Context: an optimization exercise on an open-source flow, tuned for small area, a short achievable clock period and few clock cycles. The choices shown serve that exercise and are no tape-out recipe.
Only simulation tests tie the RTL to the original design; equivalence was not proved.

==> job 4726: inputs <==
==> flow/design.v (excerpt) <==
module ysyx_23060025 (
	input				clock,
	input				reset,
	input				io_interrupt,
	input				io_master_awready,
	output				io_master_awvalid,
	output		[31:0]	io_master_awaddr,
	output		[3:0]	io_master_awid,
	output		[7:0]	io_master_awlen,
	output		[2:0]	io_master_awsize,
	output		[1:0]	io_master_awburst,
	input				io_master_wready,
	output				io_master_wvalid,
	output		[31:0]	io_master_wdata,
	output		[3:0]	io_master_wstrb,
	output				io_master_wlast,
	output				io_master_bready,
	input				io_master_bvalid,
	input		[1:0]	io_master_bresp,
	input		[3:0]	io_master_bid,
	input				io_master_arready,
	output				io_master_arvalid,
	output		[31:0]	io_master_araddr,
	output		[3:0]	io_master_arid,
	output		[7:0]	io_master_arlen,
	output		[2:0]	io_master_arsize,
	output		[1:0]	io_master_arburst,
	output				io_master_rready,
	input				io_master_rvalid,
	input		[1:0]	io_master_rresp,
	input		[31:0]	io_master_rdata,
	input				io_master_rlast,
	input		[3:0]	io_master_rid,
	output				io_slave_awready,
	input				io_slave_awvalid,
	input		[31:0]	io_slave_awaddr,
	input		[3:0]	io_slave_awid,
	input		[7:0]	io_slave_awlen,
  ...
clock: 12.0 ns
lec_check: 0
abc_clock_period_in_ps: 4000
cap_margin: 20
core_margin: 2
core_utilization: 55
place_density: 0.65
slew_margin: 20
standard.sh (not shown) runs the stock make flow with config.mk's settings and CLKGATE_MAP_FILE= SYNTH_SCRIPT=/design/flow/synth_recipe.tcl, a recipe that flattens the netlist after the stock synthesis.
==> flow/flow/run.sh <==
#!/bin/bash
# The standard ORFS layout, with two changes to how it is made (the clock, constraints
# and all steps stay the same):
#  - timing repair aims for more setup slack than the 12 ns clock needs;
#  - the buffer that every input and output port gets is a buf_4 instead of the default
#    clkdlybuf4s50_1, which is slower and larger.
set -euo pipefail
bash standard.sh SETUP_SLACK_MARGIN=7 TNS_END_PERCENT=20 \
  "BUFFER_PORTS_ARGS=-buffer_cell sky130_fd_sc_hd__buf_4" finish > standard_flow.log 2>&1
==> job 2387: changes against job 4726 <==
--- a/flow/design.v
+++ b/flow/design.v
@@ -111,15 +111,12 @@
 	reg  [3:0]  ld_off;		 
 	reg  [27:0] dtag;
 	reg  [3:0]  dvw;
 	reg  [31:0] dline [0:3];
 	reg  [1:0]  dpos;		 
 	reg         dfill;		 
-	reg         sw_pend;		 
-	reg         pf;			 
-	reg         sw_full;		 
 	reg  [63:0] mtime;
 	reg  [31:0] rf [1:15];
 	reg  [31:0] mtvec, mepc, mcause;
 	localparam R_IDLE = 2'd0, R_FILL = 2'd1, R_LOAD = 2'd2;
 	reg  [1:0]  rs;
 	reg         arv;
@@ -246,23 +243,23 @@
 	wire [4:0]  lo4 = {1'b0, rv1[3:0]} + {1'b0, opb_r[3:0]};
 	wire [27:0] hx  = rv1[31:4] ^ opb_r[31:4];
 	wire [27:0] hc  = {(rv1[30:4] & opb_r[30:4]) | (hx[26:0] & ~dtag[26:0]), lo4[4]};
 	wire        d_tag_ok = ~|(hx ^ dtag ^ hc);
 	wire        d_hit    = d_tag_ok & dvw[lo4[3:2]];
 	wire        bus_idle = (rs == R_IDLE);
-	wire        ld_x0    = ir_v & is_ld & (xs == 2'd0) & ~sw_pend;
+	wire        ld_x0    = ir_v & is_ld & (xs == 2'd0);
 	wire        ld_issue = ld_x0 & bus_idle & ~wv & ~d_hit & ~ld_clint;
 	wire        ld_data_v = (rs == R_LOAD) & io_master_rvalid;
 	wire [31:0] ld_word = (xs == 2'd0) ? dline[lo4[3:2]] :
 	                      (xs == 2'd3) ? (ld_off[2] ? mtime[63:32] : mtime[31:0]) : io_master_rdata;
 	wire [1:0]  ld_b    = (xs == 2'd0) ? lo4[1:0] : ld_off[1:0];
 	wire [31:0] ld_sh   = ld_word >> {ld_b, 3'b000};
 	wire [31:0] ld_val  = f3[1] ? ld_sh :
 	                      f3[0] ? {{16{~f3[2] & ld_sh[15]}}, ld_sh[15:0]} :
 	                              {{24{~f3[2] & ld_sh[7]}}, ld_sh[7:0]};
-	wire        ld_done = (xs == 2'd3) | (ld_x0 & d_hit) | ((xs == 2'd2) & ld_data_v);
+	wire        ld_done = (xs == 2'd3) | ((xs == 2'd0) & d_hit) | ((xs == 2'd2) & ld_data_v);
 	wire        st_ok = ~awv & ~wv & ~arv;
 	wire [3:0]  st_mask = f3[1] ? 4'b1111 : f3[0] ? (sum[1] ? 4'b1100 : 4'b0011) :
 	                      (4'b0001 << sum[1:0]);
 	wire [31:0] st_data = f3[1] ? opb_r : f3[0] ? {2{opb_r[15:0]}} : {4{opb_r[7:0]}};
 	wire st_go = ir_v & is_st & st_ok;
 	wire x_done = ir_v & (is_ld ? ld_done : is_st ? st_ok : 1'b1);
@@ -294,14 +291,16 @@
 	end
 	wire ld_hazard = ir_v & is_ld & (rd != 4'd0) & ((rd == f_inst[18:15]) | (rd == f_inst[23:20]));
 	wire take = f_avail & (~ir_v | x_done) & ~ld_hazard;
 	wire        f_is_jal = (f_inst[6:2] == 5'b11011);
 	wire        f_is_br  = (f_inst[6:2] == 5'b11000);
 	wire        f_sgn    = f_inst[31];
-	wire        f_pred   = f_is_br & f_sgn;
-	wire [10:0] f_off    = {f_sgn, f_inst[7], f_inst[30:25], f_inst[11:9]};
+	wire        f_jshort = (f_inst[19:12] == {8{f_sgn}});
+	wire        f_pred   = (f_is_jal & f_jshort) | (f_is_br & f_sgn);
+	wire [10:0] f_off    = f_is_jal ? {f_inst[12], f_inst[20], f_inst[30:22]}
+	                                : {f_sgn, f_inst[7], f_inst[30:25], f_inst[11:9]};
 	wire [29:0] f_tinc;
 	ysyx_23060025_add #(30) u_finc (.a(pc_f), .b(30'd0), .ci(1'b1), .s(f_tinc), .co());
 	wire [10:0] f_lo;
 	wire        f_lo_c;
 	ysyx_23060025_add #(11, 4) u_flo (.a(pc_f[10:0]), .b(f_off), .ci(1'b0), .s(f_lo), .co(f_lo_c));
 	wire [18:0] f_upp, f_upm;
@@ -362,61 +361,33 @@
 		else if (ld_issue) xs <= 2'd2;
 		else if (ld_done) xs <= 2'd0;
 	end
 	always @(posedge clock) begin
 		if (xs == 2'd0) ld_off <= sum[3:0];
 	end
-	wire [27:0] dtag_n;
-	ysyx_23060025_add #(28) u_dtagn (.a(dtag), .b(28'd0), .ci(1'b1), .s(dtag_n), .co());
-	wire        pf_issue = pf & bus_idle & ~awv & ~wv & ~(ir_v & (is_ld | is_st)) & ~fill_start &
-	                       ~sw_pend & (dtag_n[27:25] == 3'b100);
-	always @(posedge clock) begin
-		if (reset) pf <= 1'b0;
-		else if (ld_x0 & d_hit & (lo4[3:2] == 2'd3)) pf <= 1'b1;
-		else if (pf_issue | st_go | ld_issue) pf <= 1'b0;
-	end
 	always @(posedge clock) begin
 		if (reset | st_go) dfill <= 1'b0;
 		else if (ld_issue) dfill <= ld_cable;
-		else if (pf_issue) dfill <= 1'b1;
 	end
 	always @(posedge clock) begin
-		if (reset) sw_pend <= 1'b0;
-		else sw_pend <= st_go;
-		if (st_go) sw_full <= f3[1];
-	end
-	wire        sw_tag_ok = (dtag == maddr[31:4]);
-	wire        sw_cable  = (maddr[31:29] == 3'b100);
-	wire [1:0]  sw_w      = maddr[3:2];
-	wire        sw_alloc  = sw_pend & sw_full & sw_cable & ~sw_tag_ok;
-	wire        sw_wr     = sw_pend & sw_full & sw_cable;
-	always @(posedge clock) begin
-		if (reset) begin
+		if (reset | st_go) begin
 			dvw <= 4'd0;
-		end else if (sw_pend) begin
-			if (sw_tag_ok) dvw[sw_w] <= sw_full & sw_cable;
-			else if (sw_alloc) dvw <= 4'b0001 << sw_w;
-		end else if ((ld_x0 & bus_idle & ~wv & ~d_tag_ok) | pf_issue) begin
+		end else if (ld_x0 & bus_idle & ~wv & ~d_tag_ok) begin
 			dvw <= 4'd0;
 		end else if (ld_data_v & dfill) begin
 			dvw[dpos] <= 1'b1;
 		end
 	end
 	always @(posedge clock) begin
 		if (ld_x0 & bus_idle & ~wv & ~d_tag_ok) dtag <= sum[31:4];
-		else if (sw_alloc) dtag <= maddr[31:4];
-		else if (pf_issue) dtag <= dtag_n;
-		if (pf_issue) begin
-			dpos <= 2'd0;
-		end else if (ld_x0 & bus_idle) begin
+		if (ld_x0 & bus_idle) begin
 			dpos <= sum[3:2];
 		end else if (ld_data_v) begin
 			dpos <= dpos + 2'd1;
 		end
-		if (sw_wr) dline[sw_w] <= wd;
-		else if (ld_data_v & dfill) dline[dpos] <= io_master_rdata;
+		if (ld_data_v & dfill) dline[dpos] <= io_master_rdata;
 	end
 	always @(posedge clock) begin
 		if (reset) begin
 			rs  <= R_IDLE;
 			arv <= 1'b0;
 		end else begin
@@ -426,15 +397,12 @@
 					if (ld_issue) begin
 						arv <= 1'b1;
 						rs  <= R_LOAD;
 					end else if (fill_start) begin
 						arv <= 1'b1;
 						rs  <= R_FILL;
-					end else if (pf_issue) begin
-						arv <= 1'b1;
-						rs  <= R_LOAD;
 					end
 				end
 				default: begin
 					if (io_master_rvalid & io_master_rlast) rs <= R_IDLE;
 				end
 			endcase
@@ -445,19 +413,14 @@
 			maddr <= sum;
 		end else if (bus_idle & ~awv) begin
 			if (ir_v & is_ld) begin
 				maddr <= sum;
 				arl <= ld_cable ? {2'b0, ~sum[3:2]} : 4'd0;
 			end else begin
-				if (pf_issue) begin
-					maddr <= {dtag_n, 4'd0};
-					arl <= 4'd3;
-				end else begin
-					maddr <= {pc_f, 2'b00};
-					arl <= {n_ext, ~pc_f[2:0]};
-				end
+				maddr <= {pc_f, 2'b00};
+				arl <= {n_ext, ~pc_f[2:0]};
 				fpos <= pc_f[3:0];
 			end
 		end
 		if (~bus_idle & (rs == R_FILL) & io_master_rvalid) begin
 			fpos <= fpos + 4'd1;
 		end
==> job 4793: changes against job 4726 <==
--- a/flow/design.v
+++ b/flow/design.v
@@ -111,39 +111,37 @@
 	reg  [3:0]  ld_off;		 
 	reg  [27:0] dtag;
 	reg  [3:0]  dvw;
 	reg  [31:0] dline [0:3];
 	reg  [1:0]  dpos;		 
 	reg         dfill;		 
-	reg         sw_pend;		 
-	reg         pf;			 
-	reg         sw_full;		 
 	reg  [63:0] mtime;
 	reg  [31:0] rf [1:15];
 	reg  [31:0] mtvec, mepc, mcause;
 	localparam R_IDLE = 2'd0, R_FILL = 2'd1, R_LOAD = 2'd2;
 	reg  [1:0]  rs;
 	reg         arv;
-	reg  [31:0] maddr;		 
+	reg  [31:0] ara;
 	reg  [3:0]  arl;
 	reg  [3:0]  fpos;		 
 	reg         awv, wv;
+	reg  [29:0] awa;
 	reg  [31:0] wd;
 	reg  [3:0]  wst;
 	reg  [31:0] ic_data [0:15];
 	reg  [25:0] ic_tag  [0:1];
 	reg  [7:0]  ic_wv   [0:1];
 	assign io_master_arvalid = arv;
-	assign io_master_araddr  = maddr;
+	assign io_master_araddr  = ara;
 	assign io_master_arid    = 4'd0;
 	assign io_master_arlen   = {4'd0, arl};
 	assign io_master_arsize  = 3'b010;
 	assign io_master_arburst = 2'b01;
 	assign io_master_rready  = 1'b1;
 	assign io_master_awvalid = awv;
-	assign io_master_awaddr  = {maddr[31:2], 2'b00};
+	assign io_master_awaddr  = {awa, 2'b00};
 	assign io_master_awid    = 4'd1;
 	assign io_master_awlen   = 8'd0;
 	assign io_master_awsize  = 3'b010;
 	assign io_master_awburst = 2'b01;
 	assign io_master_wvalid  = wv;
 	assign io_master_wdata   = wd;
@@ -183,21 +181,21 @@
 	wire [3:0] ra1 = ir[18:15];
 	wire [3:0] ra2 = ir[23:20];
 	wire [3:0] rd  = ir[10:7];
 	reg  [31:0] rv1;		 
 	reg  [31:0] opb_r;		 
 	reg         sub_r;
+	reg  [31:0] rv2;		 
 	wire [31:0] imm_i = {{20{ir[31]}}, ir[31:20]};
 	wire [31:0] imm_s = {{20{ir[31]}}, ir[31:25], ir[11:7]};
 	wire [31:0] imm_b = {{20{ir[31]}}, ir[7], ir[30:25], ir[11:8], 1'b0};
 	wire [31:0] imm_u = {ir[31:12], 12'd0};
 	wire [31:0] imm_j = {{12{ir[31]}}, ir[19:12], ir[20], ir[30:21], 1'b0};
 	wire [31:0] opb = opb_r ^ {32{sub_r}};
 	wire [32:0] sum33;
-	wire [31:0] add_b = is_st ? imm_s : opb_r;
-	ysyx_23060025_add #(32) u_alu_add (.a(rv1), .b(add_b), .ci(sub_r), .s(sum33[31:0]), .co(sum33[32]));
+	ysyx_23060025_add #(32) u_alu_add (.a(rv1), .b(opb_r), .ci(sub_r), .s(sum33[31:0]), .co(sum33[32]));
 	wire [31:0] sum = sum33[31:0];
 	wire ltu = ~sum33[32];
 	wire lts = (rv1[31] == opb[31]) ? sum[31] : rv1[31];
 	wire eq  = (rv1 == opb);
 	wire br_cond = f3[2] ? (f3[1] ? ltu : lts) : eq;
 	wire br_taken = br_cond ^ f3[0];
@@ -246,27 +244,27 @@
 	wire [4:0]  lo4 = {1'b0, rv1[3:0]} + {1'b0, opb_r[3:0]};
 	wire [27:0] hx  = rv1[31:4] ^ opb_r[31:4];
 	wire [27:0] hc  = {(rv1[30:4] & opb_r[30:4]) | (hx[26:0] & ~dtag[26:0]), lo4[4]};
 	wire        d_tag_ok = ~|(hx ^ dtag ^ hc);
 	wire        d_hit    = d_tag_ok & dvw[lo4[3:2]];
 	wire        bus_idle = (rs == R_IDLE);
-	wire        ld_x0    = ir_v & is_ld & (xs == 2'd0) & ~sw_pend;
+	wire        ld_x0    = ir_v & is_ld & (xs == 2'd0);
 	wire        ld_issue = ld_x0 & bus_idle & ~wv & ~d_hit & ~ld_clint;
 	wire        ld_data_v = (rs == R_LOAD) & io_master_rvalid;
 	wire [31:0] ld_word = (xs == 2'd0) ? dline[lo4[3:2]] :
 	                      (xs == 2'd3) ? (ld_off[2] ? mtime[63:32] : mtime[31:0]) : io_master_rdata;
 	wire [1:0]  ld_b    = (xs == 2'd0) ? lo4[1:0] : ld_off[1:0];
 	wire [31:0] ld_sh   = ld_word >> {ld_b, 3'b000};
 	wire [31:0] ld_val  = f3[1] ? ld_sh :
 	                      f3[0] ? {{16{~f3[2] & ld_sh[15]}}, ld_sh[15:0]} :
 	                              {{24{~f3[2] & ld_sh[7]}}, ld_sh[7:0]};
-	wire        ld_done = (xs == 2'd3) | (ld_x0 & d_hit) | ((xs == 2'd2) & ld_data_v);
-	wire        st_ok = ~awv & ~wv & ~arv;
+	wire        ld_done = (xs == 2'd3) | ((xs == 2'd0) & d_hit) | ((xs == 2'd2) & ld_data_v);
+	wire        st_ok = ~awv & ~wv;
 	wire [3:0]  st_mask = f3[1] ? 4'b1111 : f3[0] ? (sum[1] ? 4'b1100 : 4'b0011) :
 	                      (4'b0001 << sum[1:0]);
-	wire [31:0] st_data = f3[1] ? opb_r : f3[0] ? {2{opb_r[15:0]}} : {4{opb_r[7:0]}};
+	wire [31:0] st_data = f3[1] ? rv2 : f3[0] ? {2{rv2[15:0]}} : {4{rv2[7:0]}};
 	wire st_go = ir_v & is_st & st_ok;
 	wire x_done = ir_v & (is_ld ? ld_done : is_st ? st_ok : 1'b1);
 	wire redirect = ir_v & (is_jalr | (is_jal & ~pred) | (is_br & (br_taken ^ pred)) | is_ecall | is_mret);
 	wire [31:0] target = (is_jalr | is_jal) ? sum : is_ecall ? mtvec : is_mret ? mepc :
 	                     {alt, 2'b00};
 	wire wr_x  = ir_v & (is_lui | is_auipc | is_jal | is_jalr | is_opi | is_op | is_csr) & (rd != 4'd0);
@@ -294,14 +292,16 @@
 	end
 	wire ld_hazard = ir_v & is_ld & (rd != 4'd0) & ((rd == f_inst[18:15]) | (rd == f_inst[23:20]));
 	wire take = f_avail & (~ir_v | x_done) & ~ld_hazard;
 	wire        f_is_jal = (f_inst[6:2] == 5'b11011);
 	wire        f_is_br  = (f_inst[6:2] == 5'b11000);
 	wire        f_sgn    = f_inst[31];
-	wire        f_pred   = f_is_br & f_sgn;
-	wire [10:0] f_off    = {f_sgn, f_inst[7], f_inst[30:25], f_inst[11:9]};
+	wire        f_jshort = (f_inst[19:12] == {8{f_sgn}});
+	wire        f_pred   = (f_is_jal & f_jshort) | (f_is_br & f_sgn);
+	wire [10:0] f_off    = f_is_jal ? {f_inst[12], f_inst[20], f_inst[30:22]}
+	                                : {f_sgn, f_inst[7], f_inst[30:25], f_inst[11:9]};
 	wire [29:0] f_tinc;
 	ysyx_23060025_add #(30) u_finc (.a(pc_f), .b(30'd0), .ci(1'b1), .s(f_tinc), .co());
 	wire [10:0] f_lo;
 	wire        f_lo_c;
 	ysyx_23060025_add #(11, 4) u_flo (.a(pc_f[10:0]), .b(f_off), .ci(1'b0), .s(f_lo), .co(f_lo_c));
 	wire [18:0] f_upp, f_upm;
@@ -328,13 +328,13 @@
 	wire [31:0] f_imm   = (f_lui | f_auipc) ? {f_inst[31:12], 12'd0} :
 	                      f_is_jal ? {{12{f_inst[31]}}, f_inst[19:12], f_inst[20], f_inst[30:21], 1'b0} :
 	                      f_st ? {{20{f_inst[31]}}, f_inst[31:25], f_inst[11:7]} :
 	                             {{20{f_inst[31]}}, f_inst[31:20]};
 	wire        f_sub   = f_br | ((f_op | f_opi) & (ff3 == 3'b010 | ff3 == 3'b011)) |
 	                      (f_op & (ff3 == 3'b000) & f_inst[30]);
-	wire fill_start = bus_idle & ~awv & ~f_hit & ~(ir_v & (is_ctrl | is_ld | is_st));
+	wire fill_start = bus_idle & ~f_hit & ~(ir_v & (is_ctrl | is_ld));
 	always @(posedge clock) begin
 		if (reset) begin
 			pc_f <= 30'h0C00_0000;
 			ir_v <= 1'b0;
 		end else if (redirect) begin
 			pc_f <= target[31:2];
@@ -347,76 +347,50 @@
 		end
 	end
 	always @(posedge clock) begin
 		if (take) begin
 			ir   <= f_inst;
 			alt  <= (f_is_br & ~f_pred) ? f_toff : f_tinc;
+			rv2  <= fr2;
 			pred <= f_pred;
 			rv1   <= f_lui ? 32'd0 : (f_auipc | f_is_jal) ? {pc_f, 2'b00} : fr1;
-			opb_r <= ((f_op | f_br | f_st) ? fr2 : f_imm) ^ {32{f_sub}};
+			opb_r <= ((f_op | f_br) ? fr2 : f_imm) ^ {32{f_sub}};
 			sub_r <= f_sub;
 		end
 	end
 	always @(posedge clock) begin
 		if (reset) xs <= 2'd0;
 		else if (ld_x0 & ld_clint) xs <= 2'd3;
 		else if (ld_issue) xs <= 2'd2;
 		else if (ld_done) xs <= 2'd0;
 	end
 	always @(posedge clock) begin
 		if (xs == 2'd0) ld_off <= sum[3:0];
 	end
-	wire [27:0] dtag_n;
-	ysyx_23060025_add #(28) u_dtagn (.a(dtag), .b(28'd0), .ci(1'b1), .s(dtag_n), .co());
-	wire        pf_issue = pf & bus_idle & ~awv & ~wv & ~(ir_v & (is_ld | is_st)) & ~fill_start &
-	                       ~sw_pend & (dtag_n[27:25] == 3'b100);
-	always @(posedge clock) begin
-		if (reset) pf <= 1'b0;
-		else if (ld_x0 & d_hit & (lo4[3:2] == 2'd3)) pf <= 1'b1;
-		else if (pf_issue | st_go | ld_issue) pf <= 1'b0;
-	end
-	always @(posedge clock) begin
-		if (reset | st_go) dfill <= 1'b0;
-		else if (ld_issue) dfill <= ld_cable;
-		else if (pf_issue) dfill <= 1'b1;
-	end
-	always @(posedge clock) begin
-		if (reset) sw_pend <= 1'b0;
-		else sw_pend <= st_go;
-		if (st_go) sw_full <= f3[1];
-	end
-	wire        sw_tag_ok = (dtag == maddr[31:4]);
-	wire        sw_cable  = (maddr[31:29] == 3'b100);
-	wire [1:0]  sw_w      = maddr[3:2];
-	wire        sw_alloc  = sw_pend & sw_full & sw_cable & ~sw_tag_ok;
-	wire        sw_wr     = sw_pend & sw_full & sw_cable;
 	always @(posedge clock) begin
 		if (reset) begin
-			dvw <= 4'd0;
-		end else if (sw_pend) begin
-			if (sw_tag_ok) dvw[sw_w] <= sw_full & sw_cable;
-			else if (sw_alloc) dvw <= 4'b0001 << sw_w;
-		end else if ((ld_x0 & bus_idle & ~wv & ~d_tag_ok) | pf_issue) begin
-			dvw <= 4'd0;
+			dvw   <= 4'd0;
+			dfill <= 1'b0;
+		end else if (st_go) begin
+			dvw   <= 4'd0;
+			dfill <= 1'b0;
+		end else if (ld_issue) begin
+			dfill <= ld_cable;
+			if (ld_cable & ~d_tag_ok) dvw <= 4'd0;
 		end else if (ld_data_v & dfill) begin
 			dvw[dpos] <= 1'b1;
 		end
 	end
 	always @(posedge clock) begin
-		if (ld_x0 & bus_idle & ~wv & ~d_tag_ok) dtag <= sum[31:4];
-		else if (sw_alloc) dtag <= maddr[31:4];
-		else if (pf_issue) dtag <= dtag_n;
-		if (pf_issue) begin
-			dpos <= 2'd0;
-		end else if (ld_x0 & bus_idle) begin
+		if (ld_issue) begin
+			if (ld_cable & ~d_tag_ok) dtag <= sum[31:4];
 			dpos <= sum[3:2];
 		end else if (ld_data_v) begin
 			dpos <= dpos + 2'd1;
 		end
-		if (sw_wr) dline[sw_w] <= wd;
-		else if (ld_data_v & dfill) dline[dpos] <= io_master_rdata;
+		if (ld_data_v & dfill) dline[dpos] <= io_master_rdata;
 	end
 	always @(posedge clock) begin
 		if (reset) begin
 			rs  <= R_IDLE;
 			arv <= 1'b0;
 		end else begin
@@ -426,58 +400,47 @@
 					if (ld_issue) begin
 						arv <= 1'b1;
 						rs  <= R_LOAD;
 					end else if (fill_start) begin
 						arv <= 1'b1;
 						rs  <= R_FILL;
-					end else if (pf_issue) begin
-						arv <= 1'b1;
-						rs  <= R_LOAD;
 					end
 				end
 				default: begin
 					if (io_master_rvalid & io_master_rlast) rs <= R_IDLE;
 				end
 			endcase
 		end
 	end
 	always @(posedge clock) begin
-		if (st_go) begin
-			maddr <= sum;
-		end else if (bus_idle & ~awv) begin
+		if (bus_idle) begin
 			if (ir_v & is_ld) begin
-				maddr <= sum;
+				ara <= sum;
 				arl <= ld_cable ? {2'b0, ~sum[3:2]} : 4'd0;
 			end else begin
-				if (pf_issue) begin
-					maddr <= {dtag_n, 4'd0};
-					arl <= 4'd3;
-				end else begin
-					maddr <= {pc_f, 2'b00};
-					arl <= {n_ext, ~pc_f[2:0]};
-				end
+				ara <= {pc_f, 2'b00};
+				arl <= {n_ext, ~pc_f[2:0]};
 				fpos <= pc_f[3:0];
 			end
-		end
-		if (~bus_idle & (rs == R_FILL) & io_master_rvalid) begin
+		end else if ((rs == R_FILL) & io_master_rvalid) begin
 			fpos <= fpos + 4'd1;
 		end
 	end
 	always @(posedge clock) begin
 		if ((rs == R_FILL) & io_master_rvalid) ic_data[fpos] <= io_master_rdata;
 	end
 	always @(posedge clock) begin
-		if (bus_idle & fill_start & ~f_tag_ok) ic_tag[f_idx] <= pc_f[29:4];
-		if (bus_idle & fill_start & n_ext & ~n_tag_ok) ic_tag[n_idx] <= n_line[26:1];
+		if (bus_idle & ~ld_issue & fill_start & ~f_tag_ok) ic_tag[f_idx] <= pc_f[29:4];
+		if (bus_idle & ~ld_issue & fill_start & n_ext & ~n_tag_ok) ic_tag[n_idx] <= n_line[26:1];
 	end
 	always @(posedge clock) begin
 		if (reset) begin
 			for (k = 0; k < 2; k = k + 1) ic_wv[k] <= 8'd0;
 		end else if ((rs == R_FILL) & io_master_rvalid) begin
 			ic_wv[fpos[3]][fpos[2:0]] <= 1'b1;
-		end else if (bus_idle & fill_start) begin
+		end else if (bus_idle & ~ld_issue & fill_start) begin
 			if (~f_tag_ok) ic_wv[f_idx] <= 8'd0;
 			if (n_ext & ~n_tag_ok) ic_wv[n_idx] <= 8'd0;
 		end
 	end
 	always @(posedge clock) begin
 		if (reset) begin
@@ -490,11 +453,12 @@
 			if (io_master_awready) awv <= 1'b0;
 			if (io_master_wready)  wv  <= 1'b0;
 		end
 	end
 	always @(posedge clock) begin
 		if (st_go) begin
+			awa <= sum[31:2];
 			wd  <= st_data;
 			wst <= st_mask;
 		end
 	end
 endmodule
==> flow/flow/run.sh (replaced) <==
#!/bin/bash
# The standard ORFS layout, unchanged except that timing repair aims for more setup
# slack than the 12 ns clock needs (the clock, constraints and all steps stay the same).
set -euo pipefail
bash standard.sh SETUP_SLACK_MARGIN=7 TNS_END_PERCENT=20 finish > standard_flow.log 2>&1
==> flow_metrics.env <==
export IMPL_dr_first_iter_drc_count=10000
export IMPL_cts_setup_buffers=67
export IMPL_reg2reg_to="rv2[9]"
export IMPL_status="complete, no violations"
export IMPL_core_region_area_um2=157000
export IMPL_synth_area_leaders="edfxtp_1 52%, mux4_2 8.6%, dfxtp_1 3.7%"
export IMPL_crit_fanout=8
export IMPL_worstPathRequired_ns=12.43
export IMPL_setup_ws_ns=6.73
export IMPL_crit_path_top_delay_cell="o22ai_1"
export IMPL_regToRegSetupSlack_ns=6.73
export IMPL_postSynthAreaPerCell_um2=12.3
export IMPL_layout_cells_non_filler=9441
export IMPL_synth_adder_area_share_pct=3.31
That was job 4793.
==> flow_metrics.env <==
export IMPL_dr_first_iter_drc_count=10500
export IMPL_cts_setup_buffers=40
export IMPL_status="complete, no violations"
export IMPL_reg2reg_to="rv1[22]"
export IMPL_synth_adder_area_share_pct=3.43
export IMPL_layout_cells_non_filler=9678
export IMPL_tap_cells=2058
export IMPL_core_region_area_um2=157000
export IMPL_regToRegSetupSlack_ns=6.90
export IMPL_crit_fanout=43
export IMPL_setup_ws_ns=6.90
export IMPL_postSynthAreaPerCell_um2=11.8
export IMPL_synth_area_leaders="edfxtp_1 49%, mux4_2 7.7%, nand2_1 3.9%"
That was job 4726.
==> flow_metrics.env <==
export IMPL_postSynthAreaPerCell_um2=12.9
export IMPL_reg2reg_to="rf[2][2]"
export IMPL_setup_ws_ns=6.76
export IMPL_status="complete, no violations"
export IMPL_synth_adder_area_share_pct=3.44
export IMPL_dr_first_iter_drc_count=9262
export IMPL_cts_setup_buffers=66
export IMPL_crit_fanout=15
That was job 2387.
Testbench counts of job 4726, summed over its fixed seeds: cycles 101,153.
Testbench counts of job 2387, summed over its fixed seeds: cycles 111,643.
Testbench counts of job 4793, summed over its fixed seeds: cycles 110,999.

what the ideal ports hide:
The results above use ideal ports. As a check the final layouts listed here were re-extracted and re-timed, cells and wires unchanged. Step 1 assumes that a clkbuf_16 drives the clock port and a buf_2 every other input. Step 2, shift: input delay + t, output delay - t, t = (earliest + latest rising clock arrival at the registers) / 2. This alone moves slack from input paths to output paths. Three values: no drivers, after step 1, after step 2; two values: the first two.
run	shift t [ns]	setup WS [ns]	hold slack, ns	latest minus earliest clock arrival (ns)	worst data-port slew with drivers (ns)
job 4726	0.865	6.901 / 6.901 / 6.525	0.452 / 0.452 / 0.452	0.076 / 0.076	0.15
job 2387	0.875	6.756 / 6.756 / 6.588	0.450 / 0.450 / 0.450	0.075 / 0.075	0.12
job 4793	0.888	6.732 / 6.732 / 6.191	0.451 / 0.451 / 0.451	0.048 / 0.048	0.10
After both steps setup and hold are still met in every run listed. The setup slack of job 4793, which loses most, moves by 0.000 ns with the drivers and by -0.541 ns with both steps.
